Context: an optimization exercise on an open-source flow, tuned for small area, a short achievable clock period and few clock cycles. The choices shown serve that exercise and are no tape-out recipe. Only simulation tests tie the RTL to the original design; equivalence was not proved. Power and IR drop assume default switching activity.

==> flow/flow/run.sh <==
#!/bin/bash
set -euo pipefail
MARGIN=34.05
bash standard.sh SETUP_SLACK_MARGIN=$MARGIN "BUFFER_PORTS_ARGS=-buffer_cell sky130_fd_sc_hd__buf_4" finish > standard_flow.log 2>&1
==> flow/standard.sh <==
#!/bin/bash
# synth_recipe.tcl (not shown) runs the flow's synth.tcl, then flattens the netlist and writes it again
# the make line also repeats each setting of config.mk as NAME=value (left out here)
make -C /OpenROAD-flow-scripts/flow DESIGN_CONFIG=/design/flow/config.mk WORK_HOME=/design/flow/orfs CLKGATE_MAP_FILE= SYNTH_SCRIPT=/design/flow/synth_recipe.tcl "${@:-finish}"
==> flow/config.mk <==
export PLATFORM = sky130hd
export DESIGN_NAME = mips16_core
export DESIGN_NICKNAME = mips16_core
export VERILOG_FILES = /design/flow/design.v
export SDC_FILE = /design/flow/constraint.sdc
export NUM_CORES = 4
export LEC_CHECK = 0
export CAP_MARGIN = 20
export CORE_MARGIN = 2
export CORE_UTILIZATION = 40
export CTS_CLUSTER_DIAMETER = 100
export CTS_CLUSTER_SIZE = 30
export SLEW_MARGIN = 20
export SYNTH_HIERARCHICAL = 1
export SYNTH_MINIMUM_KEEP_SIZE = 0
==> flow/constraint.sdc <==
create_clock -name core_clock -period 44.0 [get_ports {clk}]
set_input_delay 8.8000 -clock core_clock [delete_from_list [all_inputs] [get_ports {clk}]]
set_output_delay 8.8000 -clock core_clock [all_outputs]
set_load 0.01 [all_outputs]
==> flow/design.v <==
module ALU(
	input [15:0] a,
	input [15:0] b,
	input sub,            
	input [15:0] sh_x,    
	input [3:0] sh_n,     
	input sh_zero,        
	input sh_right,       
	output [15:0] addsub,
	output lt,            
	output [15:0] sh,
	output [15:0] mul,
	output [3:0] dshift   
	);
	wire [16:0] s17 = {1'b0, a} + {1'b0, b ^ {16{sub}}} + {16'd0, sub};
	assign addsub = s17[15:0];
	assign lt = ~s17[16];
	function [15:0] rev;
		input [15:0] x;
		integer k;
		begin
			for (k = 0; k < 16; k = k + 1) rev[k] = x[15 - k];
		end
	endfunction
	wire [15:0] shi = sh_right ? rev(sh_x) : sh_x;
	wire [15:0] sho = shi << sh_n;
	assign sh = sh_zero ? 16'd0 : (sh_right ? rev(sho) : sho);
	MUL16 m(.a(a), .b(b), .p(mul));
	function [3:0] msb;
		input [15:0] x;
		integer k;
		begin
			msb = 4'd0;
			for (k = 0; k < 16; k = k + 1)
				if (x[k]) msb = k;
		end
	endfunction
	assign dshift = msb(a) - msb(b);
endmodule
module MUL16(input [15:0] a, input [15:0] b, output [15:0] p);
	wire t1 = (a[13] & b[0]) ^ (a[12] & b[1]);
	wire t2 = (a[13] & b[0]) & (a[12] & b[1]);
	wire t3 = (a[14] & b[0]) ^ (a[13] & b[1]) ^ (a[12] & b[2]);
	wire t4 = ((a[14] & b[0]) & (a[13] & b[1])) | ((a[12] & b[2]) & ((a[14] & b[0]) ^ (a[13] & b[1])));
	wire t5 = (a[11] & b[3]) ^ (a[10] & b[4]);
	wire t6 = (a[11] & b[3]) & (a[10] & b[4]);
	wire t7 = (a[15] & b[0]) ^ (a[14] & b[1]) ^ (a[13] & b[2]);
	wire t9 = (a[12] & b[3]) ^ (a[11] & b[4]) ^ (a[10] & b[5]);
	wire t11 = (a[9] & b[6]) ^ (a[8] & b[7]);
	wire t13 = (a[9] & b[0]) ^ (a[8] & b[1]);
	wire t14 = (a[9] & b[0]) & (a[8] & b[1]);
	wire t15 = (a[10] & b[0]) ^ (a[9] & b[1]) ^ (a[8] & b[2]);
	wire t16 = ((a[10] & b[0]) & (a[9] & b[1])) | ((a[8] & b[2]) & ((a[10] & b[0]) ^ (a[9] & b[1])));
	wire t17 = (a[7] & b[3]) ^ (a[6] & b[4]);
	wire t18 = (a[7] & b[3]) & (a[6] & b[4]);
	wire t19 = (a[11] & b[0]) ^ (a[10] & b[1]) ^ (a[9] & b[2]);
	wire t20 = ((a[11] & b[0]) & (a[10] & b[1])) | ((a[9] & b[2]) & ((a[11] & b[0]) ^ (a[10] & b[1])));
	wire t21 = (a[8] & b[3]) ^ (a[7] & b[4]) ^ (a[6] & b[5]);
	wire t22 = ((a[8] & b[3]) & (a[7] & b[4])) | ((a[6] & b[5]) & ((a[8] & b[3]) ^ (a[7] & b[4])));
	wire t23 = (a[5] & b[6]) ^ (a[4] & b[7]);
	wire t24 = (a[5] & b[6]) & (a[4] & b[7]);
	wire t25 = (a[12] & b[0]) ^ (a[11] & b[1]) ^ (a[10] & b[2]);
	wire t26 = ((a[12] & b[0]) & (a[11] & b[1])) | ((a[10] & b[2]) & ((a[12] & b[0]) ^ (a[11] & b[1])));
	wire t27 = (a[9] & b[3]) ^ (a[8] & b[4]) ^ (a[7] & b[5]);
	wire t28 = ((a[9] & b[3]) & (a[8] & b[4])) | ((a[7] & b[5]) & ((a[9] & b[3]) ^ (a[8] & b[4])));
	wire t29 = (a[6] & b[6]) ^ (a[5] & b[7]) ^ (a[4] & b[8]);
	wire t30 = ((a[6] & b[6]) & (a[5] & b[7])) | ((a[4] & b[8]) & ((a[6] & b[6]) ^ (a[5] & b[7])));
	wire t31 = (a[3] & b[9]) ^ (a[2] & b[10]);
	wire t32 = (a[3] & b[9]) & (a[2] & b[10]);
	wire t33 = (a[11] & b[2]) ^ (a[10] & b[3]) ^ (a[9] & b[4]);
	wire t34 = ((a[11] & b[2]) & (a[10] & b[3])) | ((a[9] & b[4]) & ((a[11] & b[2]) ^ (a[10] & b[3])));
	wire t35 = (a[8] & b[5]) ^ (a[7] & b[6]) ^ (a[6] & b[7]);
	wire t36 = ((a[8] & b[5]) & (a[7] & b[6])) | ((a[6] & b[7]) & ((a[8] & b[5]) ^ (a[7] & b[6])));
	wire t37 = (a[5] & b[8]) ^ (a[4] & b[9]) ^ (a[3] & b[10]);
	wire t38 = ((a[5] & b[8]) & (a[4] & b[9])) | ((a[3] & b[10]) & ((a[5] & b[8]) ^ (a[4] & b[9])));
	wire t39 = (a[2] & b[11]) ^ (a[1] & b[12]) ^ (a[0] & b[13]);
	wire t40 = ((a[2] & b[11]) & (a[1] & b[12])) | ((a[0] & b[13]) & ((a[2] & b[11]) ^ (a[1] & b[12])));
	wire t41 = (a[9] & b[5]) ^ (a[8] & b[6]) ^ (a[7] & b[7]);
	wire t42 = ((a[9] & b[5]) & (a[8] & b[6])) | ((a[7] & b[7]) & ((a[9] & b[5]) ^ (a[8] & b[6])));
	wire t43 = (a[6] & b[8]) ^ (a[5] & b[9]) ^ (a[4] & b[10]);
	wire t44 = ((a[6] & b[8]) & (a[5] & b[9])) | ((a[4] & b[10]) & ((a[6] & b[8]) ^ (a[5] & b[9])));
	wire t45 = (a[3] & b[11]) ^ (a[2] & b[12]) ^ (a[1] & b[13]);
	wire t46 = ((a[3] & b[11]) & (a[2] & b[12])) | ((a[1] & b[13]) & ((a[3] & b[11]) ^ (a[2] & b[12])));
	wire t47 = (a[0] & b[14]) ^ t2 ^ t3;
	wire t48 = ((a[0] & b[14]) & t2) | (t3 & ((a[0] & b[14]) ^ t2));
	wire t49 = (a[7] & b[8]) ^ (a[6] & b[9]) ^ (a[5] & b[10]);
	wire t51 = (a[4] & b[11]) ^ (a[3] & b[12]) ^ (a[2] & b[13]);
	wire t53 = (a[1] & b[14]) ^ (a[0] & b[15]) ^ t4;
	wire t55 = t6 ^ t7 ^ t9;
	wire t57 = (a[6] & b[0]) ^ (a[5] & b[1]);
	wire t58 = (a[6] & b[0]) & (a[5] & b[1]);
	wire t59 = (a[7] & b[0]) ^ (a[6] & b[1]) ^ (a[5] & b[2]);
	wire t60 = ((a[7] & b[0]) & (a[6] & b[1])) | ((a[5] & b[2]) & ((a[7] & b[0]) ^ (a[6] & b[1])));
	wire t61 = (a[4] & b[3]) ^ (a[3] & b[4]);
	wire t62 = (a[4] & b[3]) & (a[3] & b[4]);
	wire t63 = (a[8] & b[0]) ^ (a[7] & b[1]) ^ (a[6] & b[2]);
	wire t64 = ((a[8] & b[0]) & (a[7] & b[1])) | ((a[6] & b[2]) & ((a[8] & b[0]) ^ (a[7] & b[1])));
	wire t65 = (a[5] & b[3]) ^ (a[4] & b[4]) ^ (a[3] & b[5]);
	wire t66 = ((a[5] & b[3]) & (a[4] & b[4])) | ((a[3] & b[5]) & ((a[5] & b[3]) ^ (a[4] & b[4])));
	wire t67 = (a[2] & b[6]) ^ (a[1] & b[7]);
	wire t68 = (a[2] & b[6]) & (a[1] & b[7]);
	wire t69 = (a[7] & b[2]) ^ (a[6] & b[3]) ^ (a[5] & b[4]);
	wire t70 = ((a[7] & b[2]) & (a[6] & b[3])) | ((a[5] & b[4]) & ((a[7] & b[2]) ^ (a[6] & b[3])));
	wire t71 = (a[4] & b[5]) ^ (a[3] & b[6]) ^ (a[2] & b[7]);
	wire t72 = ((a[4] & b[5]) & (a[3] & b[6])) | ((a[2] & b[7]) & ((a[4] & b[5]) ^ (a[3] & b[6])));
	wire t73 = (a[1] & b[8]) ^ (a[0] & b[9]) ^ t13;
	wire t74 = ((a[1] & b[8]) & (a[0] & b[9])) | (t13 & ((a[1] & b[8]) ^ (a[0] & b[9])));
	wire t75 = (a[5] & b[5]) ^ (a[4] & b[6]) ^ (a[3] & b[7]);
	wire t76 = ((a[5] & b[5]) & (a[4] & b[6])) | ((a[3] & b[7]) & ((a[5] & b[5]) ^ (a[4] & b[6])));
	wire t77 = (a[2] & b[8]) ^ (a[1] & b[9]) ^ (a[0] & b[10]);
	wire t78 = ((a[2] & b[8]) & (a[1] & b[9])) | ((a[0] & b[10]) & ((a[2] & b[8]) ^ (a[1] & b[9])));
	wire t79 = t14 ^ t15 ^ t17;
	wire t80 = (t14 & t15) | (t17 & (t14 ^ t15));
	wire t81 = (a[3] & b[8]) ^ (a[2] & b[9]) ^ (a[1] & b[10]);
	wire t82 = ((a[3] & b[8]) & (a[2] & b[9])) | ((a[1] & b[10]) & ((a[3] & b[8]) ^ (a[2] & b[9])));
	wire t83 = (a[0] & b[11]) ^ t16 ^ t18;
	wire t84 = ((a[0] & b[11]) & t16) | (t18 & ((a[0] & b[11]) ^ t16));
	wire t85 = t19 ^ t21 ^ t23;
	wire t86 = (t19 & t21) | (t23 & (t19 ^ t21));
	wire t87 = (a[1] & b[11]) ^ (a[0] & b[12]) ^ t20;
	wire t88 = ((a[1] & b[11]) & (a[0] & b[12])) | (t20 & ((a[1] & b[11]) ^ (a[0] & b[12])));
	wire t89 = t22 ^ t24 ^ t25;
	wire t90 = (t22 & t24) | (t25 & (t22 ^ t24));
	wire t91 = t27 ^ t29 ^ t31;
	wire t92 = (t27 & t29) | (t31 & (t27 ^ t29));
	wire t93 = t1 ^ t26 ^ t28;
	wire t94 = (t1 & t26) | (t28 & (t1 ^ t26));
	wire t95 = t30 ^ t32 ^ t33;
	wire t96 = (t30 & t32) | (t33 & (t30 ^ t32));
	wire t97 = t35 ^ t37 ^ t39;
	wire t98 = (t35 & t37) | (t39 & (t35 ^ t37));
	wire t99 = t5 ^ t34 ^ t36;
	wire t100 = (t5 & t34) | (t36 & (t5 ^ t34));
	wire t101 = t38 ^ t40 ^ t41;
	wire t102 = (t38 & t40) | (t41 & (t38 ^ t40));
	wire t103 = t43 ^ t45 ^ t47;
	wire t104 = (t43 & t45) | (t47 & (t43 ^ t45));
	wire t105 = t11 ^ t42 ^ t44;
	wire t107 = t46 ^ t48 ^ t49;
	wire t109 = t51 ^ t53 ^ t55;
	wire t111 = (a[4] & b[0]) ^ (a[3] & b[1]);
	wire t112 = (a[4] & b[0]) & (a[3] & b[1]);
	wire t113 = (a[5] & b[0]) ^ (a[4] & b[1]) ^ (a[3] & b[2]);
	wire t114 = ((a[5] & b[0]) & (a[4] & b[1])) | ((a[3] & b[2]) & ((a[5] & b[0]) ^ (a[4] & b[1])));
	wire t115 = (a[2] & b[3]) ^ (a[1] & b[4]);
	wire t116 = (a[2] & b[3]) & (a[1] & b[4]);
	wire t117 = (a[4] & b[2]) ^ (a[3] & b[3]) ^ (a[2] & b[4]);
	wire t118 = ((a[4] & b[2]) & (a[3] & b[3])) | ((a[2] & b[4]) & ((a[4] & b[2]) ^ (a[3] & b[3])));
	wire t119 = (a[1] & b[5]) ^ (a[0] & b[6]) ^ t57;
	wire t120 = ((a[1] & b[5]) & (a[0] & b[6])) | (t57 & ((a[1] & b[5]) ^ (a[0] & b[6])));
	wire t121 = (a[2] & b[5]) ^ (a[1] & b[6]) ^ (a[0] & b[7]);
	wire t122 = ((a[2] & b[5]) & (a[1] & b[6])) | ((a[0] & b[7]) & ((a[2] & b[5]) ^ (a[1] & b[6])));
	wire t123 = t58 ^ t59 ^ t61;
	wire t124 = (t58 & t59) | (t61 & (t58 ^ t59));
	wire t125 = (a[0] & b[8]) ^ t60 ^ t62;
	wire t126 = ((a[0] & b[8]) & t60) | (t62 & ((a[0] & b[8]) ^ t60));
	wire t127 = t63 ^ t65 ^ t67;
	wire t128 = (t63 & t65) | (t67 & (t63 ^ t65));
	wire t129 = t64 ^ t66 ^ t68;
	wire t130 = (t64 & t66) | (t68 & (t64 ^ t66));
	wire t131 = t69 ^ t71 ^ t73;
	wire t132 = (t69 & t71) | (t73 & (t69 ^ t71));
	wire t133 = t70 ^ t72 ^ t74;
	wire t134 = (t70 & t72) | (t74 & (t70 ^ t72));
	wire t135 = t75 ^ t77 ^ t79;
	wire t136 = (t75 & t77) | (t79 & (t75 ^ t77));
	wire t137 = t76 ^ t78 ^ t80;
	wire t138 = (t76 & t78) | (t80 & (t76 ^ t78));
	wire t139 = t81 ^ t83 ^ t85;
	wire t140 = (t81 & t83) | (t85 & (t81 ^ t83));
	wire t141 = t82 ^ t84 ^ t86;
	wire t142 = (t82 & t84) | (t86 & (t82 ^ t84));
	wire t143 = t87 ^ t89 ^ t91;
	wire t144 = (t87 & t89) | (t91 & (t87 ^ t89));
	wire t145 = t88 ^ t90 ^ t92;
	wire t146 = (t88 & t90) | (t92 & (t88 ^ t90));
	wire t147 = t93 ^ t95 ^ t97;
	wire t148 = (t93 & t95) | (t97 & (t93 ^ t95));
	wire t149 = t94 ^ t96 ^ t98;
	wire t150 = (t94 & t96) | (t98 & (t94 ^ t96));
	wire t151 = t99 ^ t101 ^ t103;
	wire t152 = (t99 & t101) | (t103 & (t99 ^ t101));
	wire t153 = t100 ^ t102 ^ t104;
	wire t155 = t105 ^ t107 ^ t109;
	wire t157 = (a[3] & b[0]) ^ (a[2] & b[1]);
	wire t158 = (a[3] & b[0]) & (a[2] & b[1]);
	wire t159 = (a[2] & b[2]) ^ (a[1] & b[3]) ^ (a[0] & b[4]);
	wire t160 = ((a[2] & b[2]) & (a[1] & b[3])) | ((a[0] & b[4]) & ((a[2] & b[2]) ^ (a[1] & b[3])));
	wire t161 = (a[0] & b[5]) ^ t112 ^ t113;
	wire t162 = ((a[0] & b[5]) & t112) | (t113 & ((a[0] & b[5]) ^ t112));
	wire t163 = t114 ^ t116 ^ t117;
	wire t164 = (t114 & t116) | (t117 & (t114 ^ t116));
	wire t165 = t118 ^ t120 ^ t121;
	wire t166 = (t118 & t120) | (t121 & (t118 ^ t120));
	wire t167 = t122 ^ t124 ^ t125;
	wire t168 = (t122 & t124) | (t125 & (t122 ^ t124));
	wire t169 = t126 ^ t128 ^ t129;
	wire t170 = (t126 & t128) | (t129 & (t126 ^ t128));
	wire t171 = t130 ^ t132 ^ t133;
	wire t172 = (t130 & t132) | (t133 & (t130 ^ t132));
	wire t173 = t134 ^ t136 ^ t137;
	wire t174 = (t134 & t136) | (t137 & (t134 ^ t136));
	wire t175 = t138 ^ t140 ^ t141;
	wire t176 = (t138 & t140) | (t141 & (t138 ^ t140));
	wire t177 = t142 ^ t144 ^ t145;
	wire t178 = (t142 & t144) | (t145 & (t142 ^ t144));
	wire t179 = t146 ^ t148 ^ t149;
	wire t180 = (t146 & t148) | (t149 & (t146 ^ t148));
	wire t181 = t150 ^ t152 ^ t153;
	wire t183 = (a[2] & b[0]) ^ (a[1] & b[1]);
	wire t184 = (a[2] & b[0]) & (a[1] & b[1]);
	wire t185 = (a[1] & b[2]) ^ (a[0] & b[3]) ^ t157;
	wire t186 = ((a[1] & b[2]) & (a[0] & b[3])) | (t157 & ((a[1] & b[2]) ^ (a[0] & b[3])));
	wire t187 = t111 ^ t158 ^ t159;
	wire t188 = (t111 & t158) | (t159 & (t111 ^ t158));
	wire t189 = t115 ^ t160 ^ t161;
	wire t190 = (t115 & t160) | (t161 & (t115 ^ t160));
	wire t191 = t119 ^ t162 ^ t163;
	wire t192 = (t119 & t162) | (t163 & (t119 ^ t162));
	wire t193 = t123 ^ t164 ^ t165;
	wire t194 = (t123 & t164) | (t165 & (t123 ^ t164));
	wire t195 = t127 ^ t166 ^ t167;
	wire t196 = (t127 & t166) | (t167 & (t127 ^ t166));
	wire t197 = t131 ^ t168 ^ t169;
	wire t198 = (t131 & t168) | (t169 & (t131 ^ t168));
	wire t199 = t135 ^ t170 ^ t171;
	wire t200 = (t135 & t170) | (t171 & (t135 ^ t170));
	wire t201 = t139 ^ t172 ^ t173;
	wire t202 = (t139 & t172) | (t173 & (t139 ^ t172));
	wire t203 = t143 ^ t174 ^ t175;
	wire t204 = (t143 & t174) | (t175 & (t143 ^ t174));
	wire t205 = t147 ^ t176 ^ t177;
	wire t206 = (t147 & t176) | (t177 & (t147 ^ t176));
	wire t207 = t151 ^ t178 ^ t179;
	wire t208 = (t151 & t178) | (t179 & (t151 ^ t178));
	wire t209 = t155 ^ t180 ^ t181;
	wire [15:0] r0 = {t208, t206, t204, t202, t200, t198, t196, t194, t192, t190, t188, t186, t184, (a[0] & b[2]), (a[1] & b[0]), (a[0] & b[0])};
	wire [15:0] r1 = {t209, t207, t205, t203, t201, t199, t197, t195, t193, t191, t189, t187, t185, t183, (a[0] & b[1]), 1'b0};
	assign p = r0 + r1;
endmodule
module REGFILE(
	input clk,
	input clr,
	input we,
	input [4:0] waddr,
	input [15:0] wdata,   
	input ld,             
	input [15:0] ldata,
	input si,             
	input [15:0] sdata,
	output [15:0] wd_o,   
	input [4:0] aaddr,
	output [15:0] adata,
	input [4:0] baddr,
	output [15:0] bdata,
	output r1nz  
	);
	reg [15:0] r [1:31];
	assign wd_o = ld ? ldata : si ? sdata : wdata;
	wire [15:0] wd = clr ? 16'd0 : wd_o;
	genvar g, k;
	generate for (g = 1; g < 32; g = g + 1) begin : W
		wire en = clr | (we & (waddr == g));
		always @(posedge clk) if (en) r[g] <= wd;
	end endgenerate
	wire [31:1] sa, sb;
	generate for (g = 1; g < 32; g = g + 1) begin : D
		assign sa[g] = (aaddr == g);
		assign sb[g] = (baddr == g);
	end endgenerate
	generate for (k = 0; k < 16; k = k + 1) begin : B
		wire [9:0] ya, yb;
		for (g = 0; g < 10; g = g + 1) begin : G
			AOI222 ua(.d({r[3*g+3][k], r[3*g+2][k], r[3*g+1][k]}), .s(sa[3*g+3:3*g+1]), .y(ya[g]));
			AOI222 ub(.d({r[3*g+3][k], r[3*g+2][k], r[3*g+1][k]}), .s(sb[3*g+3:3*g+1]), .y(yb[g]));
		end
		assign adata[k] = ~(&ya) | (r[31][k] & sa[31]);
		assign bdata[k] = ~(&yb) | (r[31][k] & sb[31]);
	end endgenerate
	assign r1nz = |r[1];
endmodule
module AOI222(
	input [2:0] d,
	input [2:0] s,
	output y
	);
	assign y = ~(|(d & s));
endmodule
module AOI22(
	input [1:0] d,
	input [1:0] s,
	output y
	);
	assign y = ~(|(d & s));
endmodule
module mips16_core(
	input clk,
	input rst,  
	output [9:0] imem_addr,
	input [15:0] imem_rdata,
	output [9:0] dmem_addr,
	output dmem_we,
	output [15:0] dmem_wdata,
	input [15:0] dmem_rdata,
	input [15:0] in_data,
	output rf_we,
	output [4:0] rf_waddr,
	output [15:0] rf_wdata
	);
	localparam [5:0] OP_NOP = 6'h00, OP_LW = 6'h01, OP_SW = 6'h02, OP_MV = 6'h03,
		OP_BGZ = 6'h04, OP_BEZ = 6'h05, OP_JMP = 6'h06, OP_JAL = 6'h07, OP_JR = 6'h08,
		OP_SLT = 6'h09, OP_SLTI = 6'h0A, OP_SEQ = 6'h0B, OP_SEQI = 6'h0C, OP_LIM = 6'h0D,
		OP_SL = 6'h0E, OP_SR = 6'h0F, OP_ADD = 6'h10, OP_SUB = 6'h11, OP_MULT = 6'h12,
		OP_DIV = 6'h13, OP_MOD = 6'h14, OP_ADDI = 6'h15, OP_SUBI = 6'h16, OP_MULTI = 6'h17,
		OP_DIVI = 6'h18, OP_MODI = 6'h19, OP_NOT = 6'h1A, OP_XOR = 6'h1B, OP_OR = 6'h1C,
		OP_AND = 6'h1D, OP_LWR = 6'h1E, OP_SWR = 6'h1F, OP_SI = 6'h20, OP_SLI = 6'h21,
		OP_SRI = 6'h22;
	reg [9:0] fpc, npc;
	reg ahead;          
	reg dv;             
	reg [15:0] ir;
	reg ev;             
	reg e_wr1;          
	reg e_sw;           
	reg [1:0] ph;       
	reg [3:0] cnt;      
	reg ld_iss;         
	reg [9:0] dm_addr;
	reg dm_we;
	reg [15:0] dm_wdata;  
	reg rfw_we;
	reg [4:0] rfw_addr;
	reg [15:0] rfw_data;  
	assign imem_addr = fpc;
	assign dmem_addr = dm_addr;
	assign dmem_we = dm_we;
	assign dmem_wdata = dm_wdata;
	assign rf_we = rfw_we;
	assign rf_waddr = rfw_addr;
	assign rf_wdata = rfw_data;
	wire [5:0] op = ir[15:10];
	wire [4:0] fa = ir[9:5];
	wire [4:0] fb = ir[4:0];
	wire is_lw = (op == OP_LW), is_lwr = (op == OP_LWR);
	wire [4:0] ra = e_sw ? 5'd1 : fa;
	wire [15:0] rA, rB;
	wire r1nz;
	reg wen;
	reg [4:0] waddr;
	wire [15:0] wdata_alu;
	wire sel_ld = is_lw | is_lwr;
	wire sel_si = (op == OP_SI);
	wire [15:0] wdata;
	reg clr;  
	always @(posedge clk) clr <= rst;
	REGFILE regs(.clk(clk), .clr(clr), .we(wen), .waddr(waddr), .wdata(wdata_alu),
		.ld(sel_ld), .ldata(dmem_rdata), .si(sel_si), .sdata(in_data), .wd_o(wdata),
		.aaddr(ra), .adata(rA), .baddr(fb), .bdata(rB), .r1nz(r1nz));
	wire use_imm = (op == OP_SLTI) | (op == OP_SEQI) | (op == OP_ADDI) | (op == OP_SUBI) |
		(op == OP_MULTI) | (op == OP_DIVI) | (op == OP_MODI) | (op == OP_SLI) | (op == OP_SRI);
	wire [15:0] opA = rA;
	wire [15:0] opB = use_imm ? {11'd0, fb} : rB;
	wire is_div = (op == OP_DIV) | (op == OP_DIVI);
	wire is_mod = (op == OP_MOD) | (op == OP_MODI);
	wire is_dm = is_div | is_mod;
	wire div_it = is_dm & (ph != 2'd0);    
	wire is_add = (op == OP_ADD) | (op == OP_ADDI);
	wire is_shr = (op == OP_SR) | (op == OP_SRI);
	wire [15:0] alu_as, alu_sh, alu_mul;
	wire alu_lt;
	wire [3:0] div_s;
	ALU alu(.a(opA), .b(opB), .sub(~is_add),
		.sh_x(div_it ? opB : opA), .sh_n(div_it ? cnt : opB[3:0]),
		.sh_zero(~div_it & (opB[15:4] != 12'd0)), .sh_right(~div_it & is_shr),
		.addsub(alu_as), .lt(alu_lt), .sh(alu_sh), .mul(alu_mul), .dshift(div_s));
	wire [16:0] dsub = {1'b0, rfw_data} - {1'b0, alu_sh};
	wire dge = ~dsub[16];
	wire [15:0] rem_n = dge ? dsub[15:0] : rfw_data;
	wire [15:0] quo_n = {dm_wdata[14:0], dge};
	wire b_zero = (opB == 16'd0);
	wire div_triv = b_zero | alu_lt;
	wire [15:0] div_triv_res = is_div ? (b_zero ? 16'hFFFF : 16'd0) : opA;
	reg e_last;
	always @(*) begin
		if (!ev) e_last = 1'b1;
		else if (is_lw) e_last = ld_iss ? (ph == 2'd1) : (ph == 2'd2);
		else if (is_lwr) e_last = (ph == 2'd2);
		else if (is_dm) e_last = (ph == 2'd0) ? div_triv : (cnt == 4'd0);
		else e_last = 1'b1;
	end
	reg e_last_next;
	always @(*) begin
		if (is_lw) e_last_next = ld_iss ? 1'b1 : (ph == 2'd1);
		else if (is_lwr) e_last_next = (ph == 2'd1);
		else if (is_dm) e_last_next = (ph == 2'd0) ? (div_s == 4'd0) : (cnt == 4'd1);
		else e_last_next = 1'b1;
	end
	wire [9:0] epc = npc - 10'd1;  
	wire s_mv = (op == OP_MV), s_not = (op == OP_NOT), s_xor = (op == OP_XOR);
	wire s_or = (op == OP_OR), s_and = (op == OP_AND);
	wire s_sh = (op == OP_SL) | (op == OP_SLI) | (op == OP_SR) | (op == OP_SRI);
	wire s_as = (op == OP_ADD) | (op == OP_ADDI) | (op == OP_SUB) | (op == OP_SUBI);
	wire s_mul = (op == OP_MULT) | (op == OP_MULTI);
	wire s_jal = (op == OP_JAL), s_lim = (op == OP_LIM);
	wire s_lt = (op == OP_SLT) | (op == OP_SLTI), s_ne = (op == OP_SEQ) | (op == OP_SEQI);
	wire [15:0] dres = (ph == 2'd0) ? div_triv_res : (is_div ? quo_n : rem_n);
	wire alu_ne = (alu_as != 16'd0);
	wire [15:0] lg_or = opA | opB, lg_and = opA & opB, lg_xor = opA ^ opB;
	genvar k;
	generate for (k = 0; k < 16; k = k + 1) begin : RES
		wire y1, y2, y3, y4;
		AOI222 g1(.d({lg_xor[k], ~opA[k], opA[k]}), .s({s_xor, s_not, s_mv}), .y(y1));
		AOI222 g2(.d({alu_sh[k], lg_and[k], lg_or[k]}), .s({s_sh, s_and, s_or}), .y(y2));
		AOI222 g3(.d({dres[k], alu_mul[k], alu_as[k]}), .s({is_dm, s_mul, s_as}), .y(y3));
		if (k == 0) begin : B0
			wire y5;
			AOI222 g4(.d({alu_lt, ir[k], epc[k]}), .s({s_lt, s_lim, s_jal}), .y(y4));
			assign y5 = ~(alu_ne & s_ne);
			assign wdata_alu[k] = ~(y1 & y2 & y3 & y4 & y5);
		end else if (k < 10) begin : BL
			AOI22 g4(.d({ir[k], epc[k]}), .s({s_lim, s_jal}), .y(y4));
			assign wdata_alu[k] = ~(y1 & y2 & y3 & y4);
		end else begin : BH
			assign wdata_alu[k] = ~(y1 & y2 & y3);
		end
	end endgenerate
	always @(*) begin
		wen = 1'b0;
		waddr = 5'd1;
		if (ev) begin
			case (op)
			OP_LW: begin wen = e_last; end
			OP_MV: begin wen = 1'b1; waddr = fb; end
			OP_JAL: begin wen = 1'b1; waddr = fa; end
			OP_SLT, OP_SLTI: begin wen = 1'b1; end
			OP_SEQ, OP_SEQI: begin wen = 1'b1; end
			OP_LIM: begin wen = 1'b1; end
			OP_SL, OP_SLI, OP_SR, OP_SRI: begin wen = 1'b1; end
			OP_ADD, OP_ADDI, OP_SUB, OP_SUBI: begin wen = 1'b1; end
			OP_MULT, OP_MULTI: begin wen = 1'b1; end
			OP_DIV, OP_DIVI, OP_MOD, OP_MODI: begin
				wen = e_last;
			end
			OP_NOT: begin wen = 1'b1; waddr = fb; end
			OP_XOR: begin wen = 1'b1; end
			OP_OR: begin wen = 1'b1; end
			OP_AND: begin wen = 1'b1; end
			OP_LWR: begin wen = e_last; waddr = fb; end
			OP_SI: begin wen = 1'b1; waddr = fa; end
			default: ;
			endcase
		end
	end
	wire e_br = ev & ((op == OP_JR) | ((op == OP_BGZ) & r1nz) | ((op == OP_BEZ) & ~r1nz));
	wire [9:0] e_tgt = (op == OP_JR) ? rA[9:0] : ir[9:0];
	wire [5:0] dop = imem_rdata[15:10];
	wire ir_free = e_last;
	wire acc = dv & ir_free & ~e_br;
	wire r1_known = ~(ev & e_wr1);
	wire d_jmp = (dop == OP_JMP);
	wire d_cbr = ((dop == OP_BGZ) | (dop == OP_BEZ)) & r1_known;
	wire d_taken = d_jmp | ((dop == OP_BGZ) & r1_known & r1nz) | ((dop == OP_BEZ) & r1_known & ~r1nz);
	wire d_drop = d_jmp | d_cbr;  
	wire d_multi = (dop == OP_LW) | (dop == OP_LWR);
	wire [4:0] dfa = imem_rdata[9:5], dfb = imem_rdata[4:0];
	wire d_wr1 = (dop == OP_LW) | (dop == OP_SLT) | (dop == OP_SLTI) | (dop == OP_SEQ) |
		(dop == OP_SEQI) | (dop == OP_LIM) | (dop == OP_SL) | (dop == OP_SR) |
		((dop >= OP_ADD) & (dop <= OP_MODI)) | (dop == OP_XOR) | (dop == OP_OR) |
		(dop == OP_AND) | (dop == OP_SLI) | (dop == OP_SRI) |
		(((dop == OP_MV) | (dop == OP_NOT) | (dop == OP_LWR)) & (dfb == 5'd1)) |
		(((dop == OP_JAL) | (dop == OP_SI)) & (dfa == 5'd1));
	wire e_store = ev & ((op == OP_SW) | (op == OP_SWR));
	wire e_lwr_iss = ev & is_lwr & (ph == 2'd0);
	wire e_lw_iss = ev & is_lw & ~ld_iss & (ph == 2'd0);
	wire d_lw_iss = acc & (dop == OP_LW) & ~e_store & ~e_lwr_iss;
	always @(posedge clk) begin
		if (rst) begin
			fpc <= 10'd0;
			npc <= 10'd0;
			ahead <= 1'b0;
			dv <= (fpc == 10'd0);
			ev <= 1'b0;
			ph <= 2'd0;
			ld_iss <= 1'b0;
			dm_we <= 1'b0;
			rfw_we <= 1'b0;
		end else begin
			if (e_br) begin
				npc <= e_tgt;
				fpc <= e_tgt;
				ahead <= 1'b0;
				dv <= 1'b0;
			end else if (acc) begin
				if (d_taken) begin
					npc <= imem_rdata[9:0];
					fpc <= imem_rdata[9:0];
					ahead <= 1'b0;
					dv <= 1'b0;
				end else begin
					npc <= npc + 10'd1;
					dv <= ahead;
					if (!ahead) begin
						fpc <= npc + 10'd1;
						ahead <= 1'b0;
					end else if (d_multi & ~d_drop) begin
						ahead <= 1'b0;
					end else begin
						fpc <= fpc + 10'd1;
						ahead <= 1'b1;
					end
				end
			end else begin
				dv <= ~ahead;
				if (!ahead & (e_last | e_last_next)) begin
					fpc <= fpc + 10'd1;
					ahead <= 1'b1;
				end else begin
					fpc <= npc;
					ahead <= 1'b0;
				end
			end
			if (acc) begin
				ir <= imem_rdata;
				ev <= ~d_drop;
				e_wr1 <= d_wr1;
				e_sw <= (dop == OP_SW);
				ld_iss <= d_lw_iss;
			end else if (e_last) begin
				ev <= 1'b0;
			end
			if (e_last) ph <= 2'd0;
			else if (div_it) ph <= 2'd1;
			else ph <= ph + 2'd1;
			if (ev & is_dm) begin
				if (ph == 2'd0) cnt <= div_s;
				else cnt <= cnt - 4'd1;
			end
			dm_we <= e_store;
			rfw_we <= wen;
		end
	end
	always @(posedge clk) begin
		dm_addr <= e_store ? ((op == OP_SW) ? ir[9:0] : rB[9:0]) :
			e_lwr_iss ? rA[9:0] : e_lw_iss ? ir[9:0] : imem_rdata[9:0];
		dm_wdata <= (ev & is_dm) ? ((ph == 2'd0) ? 16'd0 : quo_n) : rA;
		rfw_addr <= waddr;
		rfw_data <= wen ? wdata : (ph == 2'd0) ? opA : rem_n;
	end
endmodule
==> metrics.sh, run 1 <==
RUN_STATUS='no timing/DRC/antenna violations'
DETAIL-ROUTE-ANTENNA-NETS=0
CRITICAL_PATH.MAX_STAGE_DELAY_NS=0.37
TIMING.FINAL.SETUP_VIOLATIONS=0
CTS.PATH.MAX_BUFFERS=3
WORST_SLEW_MARGIN_REL=0.279
MAPPEDNETLISTNETS=3318
SYNTH.TOP_CELLS.BY_COUNT='edfxtp_1 (518), a222oi_1 (369), nand2_1 (262)'
FIN_CRIT_NS=9.94
CRIT_ARRIVAL_NS=1.14
FP.COREAREA_MM2=0.0884
YOSYS.CELL_COUNT.TOP_TYPE='edfxtp_1'
CLKSLEWWORSTSETUPHOLDPATHS_NS=0.10
POST-ROUTE-PERIOD-UTIL=0.226
VIA_PER_INST=6.73
FMAX_MHz=101
DETAILROUTE.VIA_COUNT=30000
SYNTH-ASYNC-RESET-RATIO=0
GRT_START_MAX_NET_PINS=48
YS_FF_LATCH=594
CTS-BUFFERS-INSERTED=29
PORT-BUFFER-COUNT=108
CTS_TREE='done'
POWER_PER_CELL_AREA_mW_PER_MM2=71.0
YS.FLOP_TYPE='edfxtp_1'
ROWS=109
NUMBER_OF_ANTENNA_VIOLATIONS_AT_THE_FIRST_CHECK_IN_GLOBAL_ROUTING=4
OVERFLOW=0
CRIT_TYPE='register to output pin'
AVGROUTEDWIREPERCELL_UM=30.1
RSZ0062_AT_GRT='true'
DETAIL_ROUTE.DRC_VIOLATIONS=0
DESIGN.DIE.AREA_MM2=0.0915
CTSROOTBUFFERMASTER='clkbuf_16'
SYNTH_AREA_PER_CELL_UM2=11.6
IRDROPWORSTVDD_mV=0.0702
DRT-TOTAL-WL_UM=134000
CLOCK_TREE.HTREE_LEVEL_COUNT=1
TIMING.CRITICAL_PATH.CELLS='buf_4'
DIE_HEIGHT_UM=302
WORSTHOLDPATHTYPE='register to register'
CLOCK_INSERTION_DELAY_WORST_SKEW_NS=0.65
FIRST_PASS_ITERS=13
SYNTH_SEQUENTIAL_AREA_RATIO=0.479
GPL.FINAL_WEIGHTED_CONGESTION=0.990
STATIC-LEAKAGE-POWER_nW=15.0
LAYOUT_NET_COUNT=3518
SYNTH_TOP_AREA_SHARE=0.437
CRIT_FANOUT=2
PLACE_AREA_MM2=0.0386
YOSYS-TOP-CELLS-AREA='edfxtp_1 (44%), a222oi_1 (10%), fa_1 (4.6%), dfxtp_1 (4.3%), ha_1 (3.6%)'
CLKSINKCOUNT=594
TNS_NS=0
LAYOUT.CELL_AREA.NON_FILLER_MM2=0.0403
TIMING.CRITICAL_PATH.MAX_DELAY_FAMILY='flip-flops'
LAYOUT-AREA-OVERHEAD-VS-SYNTH_PCT=13.2
DRIVE_ABOVE_1_SHARE=0.175
GLOBAL_ROUTE_WIRE_LENGTH_BEFORE_REPAIR_UM=191000
DRTITER0DRC=5631
CAP_VIOLATIONS=0
GRT_USE_TOTAL=0.283
DRV_SLEW=0
CATEGORY_OF_THE_WORST_SETUP_PATH_CAPTURE_POINT='output pin'
NUMBER_OF_ENABLE_FLIP_FLOP_CELLS_AFTER_SYNTHESIS=518
INITIAL_CORE_UTIL=0.403
SYNTHDOMINANTAREACELLTYPE='edfxtp_1'
WORSTPATHBUFFERINVERTERCOUNT=1
MAPPEDNETLISTAREA_MM2=0.0356
DP_HPWL_UM=90100
CHIPWIDTH_UM=302
REPORT.FINAL.HOLD_VIOL_COUNT=0
SYNTHCELLS=3083
CP_MAX_DELAY_CELL='dfxtp_4'
SYNTH_CELL_TYPE_COUNT=103
TIGHTEST_SLEW_NS=1.08
FIN_WORST_SKEW_NS=0.0514
IO-PIN-COUNT=109
FIRST_GLOBAL_VIAS=28300
SYNTH-WARNING-COUNT=10
CRITPATHLAUNCHTYPE='register'
REQUIRED_TIME_OF_THE_WORST_SETUP_PATH_NS=35.20
[per-module statistics from Yosys, one instance, submodules excluded]
module | flip-flops and latches | area, um2 | cells | times used
REGFILE | 496 | 17100 | 849 | 1
mips16_core | 98 | 8440 | 1088 | 1
MUL16 | 0 | 3590 | 428 | 1
ALU | 0 | 2680 | 340 | 1
AOI22 | 0 | 12.5 | 1 | 9
AOI222 | 0 | 10.0 | 1 | 369
[per-stage QoR]
step / cells / utilization / setup slack [ns] / hold WS [ns] / total power [mW]
after global routing: 4459 / 0.456 / 33.98 / 0.507 / 3.03
after CTS: 4437 / 0.453 / 34.05 / 0.493 / 2.82
after floorplan: 3083 / - / 33.73 / 0.446 / 1.93
final: 4463 / 0.456 / 34.06 / 0.506 / 2.86
after detailed placement: 4361 / 0.437 / 32.59 / 0.476 / 2.46
after global placement: 4360 / 0.436 / 32.62 / 0.478 / 2.45
[worst paths after layout]
path	start	to	slack, ns	depth (start not counted)
hold reg to reg	ph[0]$_SDFF_PP0_	ph[0]$_SDFF_PP0_	0.51	1
setup reg to reg	e_sw$_DFFE_PP_	regs.r[8][8]$_DFFE_PP_	34.10	33
hold / removal	ph[0]$_SDFF_PP0_	ph[0]$_SDFF_PP0_	0.51	1
setup / recovery	fpc[9]$_SDFFE_PP0P_	imem_addr[9]	34.06	1
[kinds of logic (layout without fill, tap and decap cells)]
logic type      Yosys count  in the layout  share of synthesized area
xor+xnor                109            109                     0.0272
other cells               0              4                          0
mux                     144            144                     0.0492
simple gates            859            861                      0.121
flops                   594            594                      0.479
buf+inv                 323            531                     0.0373
compound gates          869            870                      0.204
fa+ha+maj               185            185                     0.0822
[power by group]
group	leakage, nW	switching [mW]	internal, mW
logic	8.56	1.06	0.633
registers	5.96	0.0722	0.772
clock network	0.456	0.198	0.131
total	15.0	1.33	1.54
[layer usage]
layer	wire [um]	track usage	up-vias
met5	14	0	-
met4	7230	0.136	2
met3	14700	0.0492	298
met2	59400	0.435	1930
met1	52800	0.389	14900
li1	-	-	12900
[layout make-up]
type                       count  area [um2]
timing repair buffer         295        2260
clock inverter                11         224
multi-input combinational   2169       17700
tap                         1165        1460
clock buffer                  31         733
fill                        8194       48000
inverter                     194         734
sequential                   594       17200
antenna                        4        10.0
[cells in the final DEF, fill, tap and decap left out, types with 34 or more instances in the layout]
cell,Yosys,final
nand4_1,87,87
nor3_1,40,36
nor2_1,190,162
mux2i_1,93,91
o21ai_0,112,103
dfxtp_1,76,34
a222oi_1,369,369
inv_1,191,189
buf_4,3,285
ha_1,103,103
xor2_1,52,52
xnor2_1,56,56
nand2_1,262,260
and2_1,63,63
a21oi_1,97,93
edfxtp_1,518,518
fa_1,82,82
[flip-flops by register name, indices dropped and copies added, names as in the netlist, 2 cells and up]
name and count:
cnt 4, dm_addr 10, rfw_addr 5, rfw_data 16
ir 16, npc 10, ph 2, dm_wdata 16
regs.r 496, fpc 10
[timing repair]
action,4_1_cts,5_1_grt
cloned,2,1
resized for setup,85,28
hold buffers,0,0
pin swaps,1,10
endpoints found under the setup margin,497,487
setup buffers,32,20
Testbench counts, summed over its fixed seeds: cycles 27,902.
==> inputs of run 2 (changes only) <==
==> flow/flow/run.sh (replaced) <==
#!/bin/bash
set -euo pipefail
MARGIN=34.05
CTS="-sink_clustering_enable -repair_clock_nets -sink_clustering_size 24 -sink_clustering_max_diameter 80 -dont_use_dummy_load"
bash standard.sh SETUP_SLACK_MARGIN=$MARGIN "BUFFER_PORTS_ARGS=-buffer_cell sky130_fd_sc_hd__buf_4" "CTS_ARGS=$CTS" finish > standard_flow.log 2>&1
--- a/flow/config.mk
+++ b/flow/config.mk
@@ -9,6 +9,4 @@
 export CORE_MARGIN = 2
 export CORE_UTILIZATION = 40
-export CTS_CLUSTER_DIAMETER = 100
-export CTS_CLUSTER_SIZE = 30
 export SLEW_MARGIN = 20
 export SYNTH_HIERARCHICAL = 1
==> run 2 against run 1 <==
Still clean. Combinational power barely moved. Worst hold slack got worse by 0.013 ns. Worst setup slack improved by 0.0023 ns. Clock power is essentially flat. Via count about the same. Fmax about the same. Cell area fell by 0.70%. Synthesized cell count stayed put. Cell count down 0.65%. Total power down 0.59%. Clock-buffer cell count up 6. Critical endpoint is now dmem_wdata[3].
==> metrics.sh, run 2 <==
WHS_PATH_DEPTH=1  # unchanged
TIGHTEST_SLEW_NS=1.09  # was 1.08 ns
WORST_HOLD_SLACK_NS=0.493  # was 0.506 ns
PLACEMENT.SETUP.WORST_SLACK_NS=32.59  # unchanged
LARGEST_REGISTER_FF_COUNT=496  # unchanged
P_INT_mW=1.54  # about the same
ROUTING_USAGE_ON_MET3=0.0561  # was 0.0492
CRIT-REG2REG-LAUNCH='e_sw$_DFFE_PP_'  # unchanged
MAPPEDNETLISTNETS=3318  # unchanged
REPORT.FINAL.HOLD_VIOL_COUNT=0  # unchanged
TIMING.CRITICAL_PATH.CELLS='buf_4'  # unchanged
GRT_USE_MET2=0.435  # about the same
FIRST_GLOBAL_VIAS=28200  # was 28300
NUMBER_OF_ENABLE_FLIP_FLOP_CELLS_AFTER_SYNTHESIS=518  # unchanged
IO-PIN-COUNT=109  # unchanged
CTS-BUFFERS-INSERTED=37  # was 29
CHIPWIDTH_UM=302  # unchanged
SYNTH-ASYNC-RESET-RATIO=0  # unchanged
NUMBER_OF_ANTENNA_VIOLATIONS_AT_THE_FIRST_CHECK_IN_GLOBAL_ROUTING=4  # unchanged
DRT-TOTAL-WL_UM=134000  # about the same
STATIC-LEAKAGE-POWER_nW=14.9  # was 15.0 nW
DP_HPWL_UM=90100  # unchanged
SYNTHDOMINANTAREACELLTYPE='edfxtp_1'  # unchanged
CTS_TREE='done'  # unchanged
LAYOUT.CELL_AREA.NON_FILLER_MM2=0.0401  # was 0.0403 mm2
PORT-BUFFER-COUNT=108  # unchanged
HOLD_PATH_END='ph[0]$_SDFF_PP0_'  # unchanged
GLOBAL_ROUTE_WIRE_LENGTH_BEFORE_REPAIR_UM=191000  # about the same
CRITICAL_PATH.MAX_STAGE_DELAY_NS=0.40  # was 0.37 ns
DESIGN_POWER_mW=2.85  # was 2.86 mW
SYNTH_CELL_TYPE_COUNT=103  # unchanged
DETAIL-ROUTE-ANTENNA-NETS=0  # unchanged
CRITPATHLAUNCHTYPE='register'  # unchanged
CRIT_ARRIVAL_NS=1.14  # about the same
AVGROUTEDWIREPERCELL_UM=30.2  # was 30.1 um
MAPPEDNETLISTAREA_MM2=0.0356  # unchanged
GRTUSAGEMET1=0.386  # was 0.389
DESIGN.DIE.AREA_MM2=0.0915  # unchanged
RSZ0062_AT_GRT='true'  # unchanged
SWSHARE=0.459  # was 0.464
YS_FF_LATCH=594  # unchanged
INITIAL_CORE_UTIL=0.403  # unchanged
CLKSLEWWORSTSETUPHOLDPATHS_NS=0.08  # was 0.10 ns
HOLD_PATH_STARTPOINT='ph[0]$_SDFF_PP0_'  # unchanged
R2R-END='regs.r[18][8]$_DFFE_PP_'  # was regs.r[8][8]$_DFFE_PP_
POWER.SHARE.CLOCK=0.116  # was 0.115
FINALCOREUTILIZATION=0.453  # was 0.456
DRTITER0DRC=5744  # was 5631
SYNTHCELLS=3083  # unchanged
FIN_WORST_SKEW_NS=0.0580  # was 0.0514 ns
POST-ROUTE-PERIOD-UTIL=0.226  # about the same
FIN_CRIT_NS=9.94  # about the same
SYNTH.TOP_CELLS.BY_COUNT='edfxtp_1 (518), a222oi_1 (369), nand2_1 (262)'  # unchanged
FILLCELLCOUNT=8221  # was 8194
CRIT_TYPE='register to output pin'  # unchanged
TOP_USAGE_LAYER='met2'  # unchanged
LARGEST-REGISTER='regs.r'  # unchanged
GRT_START_MAX_NET_PINS=48  # unchanged
PLACED_CELLS=4361  # unchanged
LAYOUT_NET_COUNT=3504  # was 3518
GPL.FINAL_WEIGHTED_CONGESTION=0.990  # unchanged
IRDROPWORSTVDD_mV=0.0699  # was 0.0702 mV
REQUIRED_TIME_OF_THE_WORST_SETUP_PATH_NS=35.20  # about the same
SETUP_WS_NS=34.06  # about the same
CP_MAX_DELAY_CELL='dfxtp_2'  # was dfxtp_4
OVERFLOW=0  # unchanged
PWR-SHARE-COMB=0.587  # was 0.591
DRV_SLEW=0  # unchanged
LAYOUT-AREA-OVERHEAD-VS-SYNTH_PCT=12.4  # was 13.2%
PLACE_AREA_MM2=0.0386  # unchanged
MOSTFREQUENTLAYOUTCELL='edfxtp_1'  # unchanged
POWER_PER_CELL_AREA_mW_PER_MM2=71.1  # was 71.0 mW/mm2
YS.FLOP_TYPE='edfxtp_1'  # unchanged
SYNTH_TOP_AREA_SHARE=0.437  # unchanged
CLOCK_INSERTION_DELAY_WORST_SKEW_NS=0.60  # was 0.65 ns
LAYOUT_COMMON_CELLS='edfxtp_1 (518), a222oi_1 (369), buf_4 (269)'  # was edfxtp_1 (518), a222oi_1 (369), buf_4 (285)
DETAILROUTE.VIA_COUNT=30000  # about the same
REG2REG_SETUP_SLACK_NS=34.13  # was 34.10 ns
SYNTH-WARNING-COUNT=10  # unchanged
CLOCK_TREE.HTREE_LEVEL_COUNT=2  # was 1
YOSYS.CELL_COUNT.TOP_TYPE='edfxtp_1'  # unchanged
CTSROOTBUFFERMASTER='clkbuf_16'  # unchanged
YOSYS-TOP-CELLS-AREA='edfxtp_1 (44%), a222oi_1 (10%), fa_1 (4.6%), dfxtp_1 (4.3%), ha_1 (3.6%)'  # unchanged
FMAX_MHz=101  # about the same
DETAIL_ROUTE.DRC_VIOLATIONS=0  # unchanged
SYNTH_SEQUENTIAL_AREA_RATIO=0.479  # unchanged
DRIVE_ABOVE_1_SHARE=0.166  # was 0.175
DIE_HEIGHT_UM=302  # unchanged
POWER.SEQUENTIAL.FRACTION=0.297  # was 0.295
FP.COREAREA_MM2=0.0884  # unchanged
TIMING.CRITICAL_PATH.MAX_DELAY_FAMILY='flip-flops'  # unchanged
FIRST_PASS_ITERS=15  # was 13
TIMING.FINAL.SETUP_VIOLATIONS=0  # unchanged
GRT_USE_TOTAL=0.284  # was 0.283
CRIT_FANOUT=3  # was 2
LAYOUT.AREA.SEQ_MM2=0.0171  # was 0.0172 mm2
WORSTHOLDPATHTYPE='register to register'  # unchanged
WORSTPATHBUFFERINVERTERCOUNT=1  # unchanged
CTSHOLDBUFFERS=0  # unchanged
MULTI_INPUT_AREA_MM2=0.0178  # was 0.0177 mm2
CTS.PATH.MAX_BUFFERS=3  # unchanged
SYNTH_AREA_PER_CELL_UM2=11.6  # unchanged
CATEGORY_OF_THE_WORST_SETUP_PATH_CAPTURE_POINT='output pin'  # unchanged
TNS_NS=0  # unchanged
ROWS=109  # unchanged
VIA_PER_INST=6.78  # was 6.73
P_SWITCHING_mW=1.31  # was 1.33 mW
STDCELL_COUNT=4434  # was 4463
CAP_VIOLATIONS=0  # unchanged
R2R.WORST_PATH.CELLS=33  # unchanged
RUN_STATUS='no timing/DRC/antenna violations'  # unchanged
CLKSINKCOUNT=594  # unchanged
WORST_SLEW_MARGIN_REL=0.270  # was 0.279
[run 2: cell counts after synthesis]
No cell type changed its count.
[run 2: layout make-up]
| type | instances | area share |
|---|---|---|
| multi-input combinational | 2169 | 0.443 |
| timing repair buffer | 273 | 0.0516 |
| inverter | 194 | 0.0183 |
| sequential | 594 | 0.427 |
| antenna | 2 | 0.000125 |
| clock buffer | 37 | 0.0231 |
| tap | 1165 | 0.0364 |
[run 2: cell families after synthesis]
| family | count (synthesis) | synth area share |
|---|---|---|
| AOI/OAI and AO/OA | 869 | 0.204 |
| and+or+nand+nor | 859 | 0.121 |
| DFF | 594 | 0.479 |
| buffers and inverters | 323 | 0.0373 |
| adders and majority gates | 185 | 0.0822 |
| muxes | 144 | 0.0492 |
| xor gates and xnor gates | 109 | 0.0272 |
[run 2: metal layers]
| metal | vias to the layer above | wire, um |
|---|---|---|
| met5 | - | 27 |
| met4 | 4 | 6760 |
| met3 | 280 | 15000 |
| met2 | 1962 | 59900 |
| met1 | 14900 | 52400 |
| li1 | 12800 | - |
[run 2: per-module statistics from Yosys (local to each module, per instance)]
module / area [um2] / flip-flops and latches / cells
REGFILE: 17100 / 496 / 849
AOI222: 10.0 / 0 / 1
MUL16: 3590 / 0 / 428
AOI22: 12.5 / 0 / 1
ALU: 2680 / 0 / 340
mips16_core: 8440 / 98 / 1088
[run 2: worst max-delay path by stage]
stage	endpoint	cells after the start	startpoint	slack (ns)
5_1_grt	regs.r[28][2]$_DFFE_PP_	33	ir[1]$_DFFE_PP_	34.00
3_3_place_gp	fpc[7]$_SDFFE_PP0P_	9	imem_rdata[13]	32.62
4_1_cts	dmem_wdata[3]	1	dm_wdata[3]$_DFF_P_	34.05
6_report	dmem_wdata[3]	1	dm_wdata[3]$_DFF_P_	34.06
3_5_place_dp	fpc[3]$_SDFFE_PP0P_	9	imem_rdata[13]	32.59
2_1_floorplan	fpc[7]$_SDFFE_PP0P_	10	imem_rdata[10]	33.73
[run 2: what timing repair did]
item,in CTS,in global routing
gates cloned,3,1
buffers inserted,4,25
pin swaps,1,14
setup endpoints to repair,485,475
resized for setup,47,29
[run 2: worst reg2reg max path, delay by kind of cell, from the launching register on]
| kind | cells | cell delay (ns) |
|---|---|---|
| adder cells (fa/ha/maj) | 1 | 0.27 |
| multiplexers | 5 | 1.83 |
| AO/OA/AOI/OAI | 10 | 3.02 |
| AND/OR/NAND/NOR | 12 | 2.90 |
| flip-flops | 1 | 0.53 |
| buffers and inverters | 5 | 0.98 |
[run 2: power by group through the flow]
stage | sequential (mW) | clock [mW] | combinational (mW)
after floorplan | 0.833 | 0 | 1.10
after global placement | 0.853 | 0 | 1.60
after detailed placement | 0.858 | 0 | 1.60
after CTS | 0.847 | 0.335 | 1.62
after global routing | 0.858 | 0.353 | 1.81
final | 0.847 | 0.330 | 1.67
==> inputs of run 3 (changes only) <==
--- a/flow/design.v
+++ b/flow/design.v
@@ -322,5 +322,5 @@
 	reg ev;             
 	reg e_wr1;          
-	reg e_sw;           
+	reg [4:0] e_ra;     
 	reg [1:0] ph;       
 	reg [3:0] cnt;      
@@ -343,5 +343,5 @@
 	wire [4:0] fb = ir[4:0];
 	wire is_lw = (op == OP_LW), is_lwr = (op == OP_LWR);
-	wire [4:0] ra = e_sw ? 5'd1 : fa;
+	wire [4:0] ra = e_ra;
 	wire [15:0] rA, rB;
 	wire r1nz;
@@ -524,5 +524,5 @@
 				ev <= ~d_drop;
 				e_wr1 <= d_wr1;
-				e_sw <= (dop == OP_SW);
+				e_ra <= (dop == OP_SW) ? 5'd1 : dfa;
 				ld_iss <= d_lw_iss;
 			end else if (e_last) begin
==> run 3 against run 2 <==
Critical path type is now input port to register. Synthesized cell count rose by 0.13%. Cell area fell by 0.11%. Largest cell class unchanged. Non-clock buffer count fell by 3. Clock-buffer cell count fell by 2. Worst setup slack got worse by 0.025 ns. Global-route usage rose by 0.61 points. Worst hold slack improved by 0.0037 ns. Sequential power rose by 1%. Flip-flop and latch count rose by 4. Register-to-register slack barely moved. Clock power fell by 2%.
==> metrics.sh, run 3 <==
AVGROUTEDWIREPERCELL_UM=31.1  # was 30.2 um
TIMING.CRITICAL_PATH.MAX_DELAY_FAMILY='compound AO/OA/AOI/OAI gates'  # was flip-flops
RSZ0062_AT_GRT='true'  # unchanged
CTS.PATH.MAX_BUFFERS=3  # unchanged
SYNTH_CELL_TYPE_COUNT=107  # was 103
GLOBAL_ROUTE_WIRE_LENGTH_BEFORE_REPAIR_UM=195000  # was 191000 um
ROWS=109  # unchanged
SYNTH-WARNING-COUNT=10  # unchanged
DIE_HEIGHT_UM=303  # was 302 um
CRIT_FANOUT=6  # was 3
LARGEST-REGISTER='regs.r'  # unchanged
STATIC-LEAKAGE-POWER_nW=15.0  # was 14.9 nW
SYNTH-ASYNC-RESET-RATIO=0  # unchanged
NUMBER_OF_ENABLE_FLIP_FLOP_CELLS_AFTER_SYNTHESIS=522  # was 518
P_INT_mW=1.52  # was 1.54 mW
TIMING.CRITICAL_PATH.CELLS='buf_12, or3b_4, a21oi_2, o21a_1, buf_12, clkinvlp_4, buf_6, nor2_4, a31oi_1, o221ai_1, a21oi_1'  # was buf_4
WORSTPATHBUFFERINVERTERCOUNT=4  # was 1
POWER.SEQUENTIAL.FRACTION=0.296  # was 0.297
DESIGN.DIE.AREA_MM2=0.0919  # was 0.0915 mm2
POST-ROUTE-PERIOD-UTIL=0.226  # about the same
CTSHOLDBUFFERS=0  # unchanged
NUMBER_OF_ANTENNA_VIOLATIONS_AT_THE_FIRST_CHECK_IN_GLOBAL_ROUTING=9  # was 4
CAP_VIOLATIONS=0  # unchanged
YOSYS-TOP-CELLS-AREA='edfxtp_1 (44%), a222oi_1 (10%), fa_1 (4.6%), dfxtp_1 (4.3%), ha_1 (3.6%)'  # unchanged
GPL.FINAL_WEIGHTED_CONGESTION=1.00  # was 0.990
FMAX_MHz=100  # was 101 MHz
GRT_START_MAX_NET_PINS=58  # was 48
CLKSLEWWORSTSETUPHOLDPATHS_NS=0.09  # was 0.08 ns
LAYOUT_COMMON_CELLS='edfxtp_1 (522), a222oi_1 (369), nand2_1 (258)'  # was edfxtp_1 (518), a222oi_1 (369), buf_4 (269)
DETAIL_ROUTE.DRC_VIOLATIONS=0  # unchanged
YS_FF_LATCH=598  # was 594
INITIAL_CORE_UTIL=0.404  # was 0.403
DP_HPWL_UM=94000  # was 90100 um
TIGHTEST_SLEW_NS=1.18  # was 1.09 ns
CTSROOTBUFFERMASTER='clkbuf_16'  # unchanged
CRITICAL_PATH.MAX_STAGE_DELAY_NS=0.36  # was 0.40 ns
LARGEST_REGISTER_FF_COUNT=496  # unchanged
SYNTH_TOP_AREA_SHARE=0.438  # was 0.437
TNS_NS=0  # unchanged
FP.COREAREA_MM2=0.0885  # was 0.0884 mm2
DRV_SLEW=0  # unchanged
REPORT.FINAL.HOLD_VIOL_COUNT=0  # unchanged
FIRST_GLOBAL_VIAS=28100  # was 28200
CLOCK_TREE.HTREE_LEVEL_COUNT=2  # unchanged
CLKSINKCOUNT=598  # was 594
SYNTH.TOP_CELLS.BY_COUNT='edfxtp_1 (522), a222oi_1 (369), nand2_1 (259)'  # was edfxtp_1 (518), a222oi_1 (369), nand2_1 (262)
DETAILROUTE.VIA_COUNT=30300  # was 30000
CHIPWIDTH_UM=303  # was 302 um
IRDROPWORSTVDD_mV=0.0718  # was 0.0699 mV
DETAIL-ROUTE-ANTENNA-NETS=0  # unchanged
REQUIRED_TIME_OF_THE_WORST_SETUP_PATH_NS=44.46  # was 35.20 ns
CRITPATHLAUNCHTYPE='input port'  # was register
CTS-BUFFERS-INSERTED=35  # was 37
CP_MAX_DELAY_CELL='or3b_4'  # was dfxtp_2
CRIT_TYPE='input port to register'  # was register to output pin
CATEGORY_OF_THE_WORST_SETUP_PATH_CAPTURE_POINT='register'  # was output pin
DRIVE_ABOVE_1_SHARE=0.157  # was 0.166
IO-PIN-COUNT=109  # unchanged
HOLD_PATH_STARTPOINT='ph[0]$_SDFF_PP0_'  # unchanged
FIN_CRIT_NS=9.96  # was 9.94 ns
CTS_TREE='done'  # unchanged
FIRST_PASS_ITERS=17  # was 15
FIN_WORST_SKEW_NS=0.0834  # was 0.0580 ns
LAYOUT-AREA-OVERHEAD-VS-SYNTH_PCT=11.8  # was 12.4%
CRIT-REG2REG-LAUNCH='ir[0]$_DFFE_PP_'  # was e_sw$_DFFE_PP_
SYNTHDOMINANTAREACELLTYPE='edfxtp_1'  # unchanged
MOSTFREQUENTLAYOUTCELL='edfxtp_1'  # unchanged
CRIT_ARRIVAL_NS=10.42  # was 1.14 ns
YOSYS.CELL_COUNT.TOP_TYPE='edfxtp_1'  # unchanged
DRT-TOTAL-WL_UM=138000  # was 134000 um
WORST_SLEW_MARGIN_REL=0.212  # was 0.270
SYNTH_SEQUENTIAL_AREA_RATIO=0.480  # was 0.479
PATH_COMMON_CELL='buf_12'
PORT-BUFFER-COUNT=108  # unchanged
LAYOUT_NET_COUNT=3508  # was 3504
WORSTHOLDPATHTYPE='register to register'  # unchanged
POWER_PER_CELL_AREA_mW_PER_MM2=72.5  # was 71.1 mW/mm2
POWER.SHARE.CLOCK=0.112  # was 0.116
MAPPEDNETLISTAREA_MM2=0.0358  # was 0.0356 mm2
GRT_USE_TOTAL=0.290  # was 0.284
CLOCK_INSERTION_DELAY_WORST_SKEW_NS=0.59  # was 0.60 ns
OVERFLOW=0  # unchanged
YS.FLOP_TYPE='edfxtp_1'  # unchanged
MAPPEDNETLISTNETS=3322  # was 3318
SYNTH_AREA_PER_CELL_UM2=11.6  # about the same
SYNTHCELLS=3087  # was 3083
RUN_STATUS='no timing/DRC/antenna violations'  # unchanged
DRTITER0DRC=6097  # was 5744
TIMING.FINAL.SETUP_VIOLATIONS=0  # unchanged
P_SWITCHING_mW=1.38  # was 1.31 mW
VIA_PER_INST=6.84  # was 6.78
CRIT_PATH_START='imem_rdata[11]'  # was dm_wdata[3]$_DFF_P_
SWSHARE=0.475  # was 0.459
DESIGN_POWER_mW=2.90  # was 2.85 mW
PWR-SHARE-COMB=0.593  # was 0.587
[run 3: cell types whose count changed after synthesis, moves of 5 or more]
cell / delta
mux2i_1: -12
a221oi_1: -5
a21oi_1: +16
and2_1: +8
a21o_1: +5
nor3_1: +6
a311oi_1: -6
o32ai_1: -6
clkbuf_1: -10
mux2_2: +6
o22ai_1: +7
[run 3: modules after synthesis (local to each module, per instance)]
| module | flip-flops and latches | cells inside | area (um2) | times used |
|---|---|---|---|---|
| mips16_core | 102 | 1092 | 8600 | 1 |
| REGFILE | 496 | 849 | 17100 | 1 |
| AOI222 | 0 | 1 | 10.0 | 369 |
| ALU | 0 | 340 | 2680 | 1 |
| AOI22 | 0 | 1 | 12.5 | 9 |
| MUL16 | 0 | 428 | 3590 | 1 |
[run 3: cell type report]
cell class                 count  area, um2
multi-input combinational   2178      17600
sequential                   598      17200
antenna                        3       7.51
clock buffer                  35        876
fill                        8118      48500
tap                         1165       1460
timing repair buffer         270       2110
inverter                     190        717
[run 3: layer usage]
layer / GRT usage / wire, um
met5: 0 / 0
met4: 0.133 / 7300
met3: 0.0600 / 16000
met2: 0.443 / 61300
met1: 0.396 / 53200
[run 3: per-stage QoR]
| stage | setup slack [ns] | cell area (um2) | cells | hold slack [ns] | utilization |
|---|---|---|---|---|---|
| after floorplan | 33.64 | 35900 | 3087 | 0.441 | - |
| after global placement | 33.19 | 38600 | 4363 | 0.464 | 0.436 |
| after detailed placement | 33.16 | 38600 | 4366 | 0.480 | 0.436 |
| after CTS | 34.03 | 39700 | 4413 | 0.486 | 0.449 |
| after global routing | 33.95 | 40000 | 4436 | 0.525 | 0.452 |
| final | 34.04 | 40000 | 4439 | 0.496 | 0.452 |
[run 3: cells by family after synthesis]
kind of cell / count (synthesis) / share of synthesized area
AOI/OAI and AO/OA: 889 / 0.206
xor gates and xnor gates: 105 / 0.0261
muxes: 140 / 0.0488
buffers and inverters: 311 / 0.0366
adders and majority gates: 185 / 0.0819
DFF: 598 / 0.480
and+or+nand+nor: 859 / 0.121
[run 3: path summary, 6_finish.rpt]
kind | end | cells after the start | slack, ns
max | npc[6]$_SDFFE_PP0P_ | 11 | 34.04
min | ph[0]$_SDFF_PP0_ | 1 | 0.50
max reg2reg | regs.r[26][1]$_DFFE_PP_ | 30 | 34.12
min reg2reg | ph[0]$_SDFF_PP0_ | 1 | 0.50
[run 3: worst register-to-register path: cells and delay by family, from the launching register on]
kind / cells / cell delay (ns)
buffers and inverters: 3 / 0.65
AOI/OAI and AO/OA: 13 / 4.78
adders and majority gates: 1 / 0.35
muxes: 4 / 0.89
DFF: 1 / 0.37
and+or+nand+nor: 9 / 2.58
[run 3: power groups by stage]
stage | logic [mW] | registers (mW) | clock network [mW]
global placement | 1.64 | 0.865 | 0
floorplan | 1.08 | 0.841 | 0
detailed placement | 1.65 | 0.868 | 0
CTS | 1.66 | 0.857 | 0.327
global route | 1.83 | 0.869 | 0.345
finish | 1.72 | 0.858 | 0.324
[run 3: repair_timing]
| action | in CTS | in global routing |
|---|---|---|
| setup buffers | 11 | 21 |
| endpoints found under the setup margin | 275 | 432 |
| pin swaps | 11 | 22 |
| gates resized for setup | 45 | 29 |
| gates cloned | 1 | 1 |
Testbench counts of run 3, summed over its fixed seeds: cycles 27,902.

==> separate check: timing with driven ports <==
The results above use ideal ports. As a check the final layouts listed here were re-extracted and re-timed, cells and wires unchanged.
Step 1, drivers: a clkbuf_16 drives clk and a buf_2 each remaining input, both assumed.
Step 2 times the ports against the registers' clock, not the clock port: input delays grow and output delays shrink by t, the midpoint of the rising clock arrivals with the driver on.
Slacks: no drivers / after step 1 / after step 2; pairs: no drivers / after step 1.
run | t, ns | setup slack, ns | slew at the worst register clock pin (ns)
run 1 | 0.699 | 34.061 / 33.988 / 33.442 | 0.12 / 0.12
run 2 | 0.639 | 34.063 / 34.000 / 33.497 | 0.10 / 0.10
run 3 | 0.617 | 34.038 / 33.994 / 33.444 | 0.10 / 0.10
After both steps every run listed still meets setup and hold. The setup slack of run 1, which loses most, moves by -0.073 ns with the drivers and by -0.619 ns with both steps.
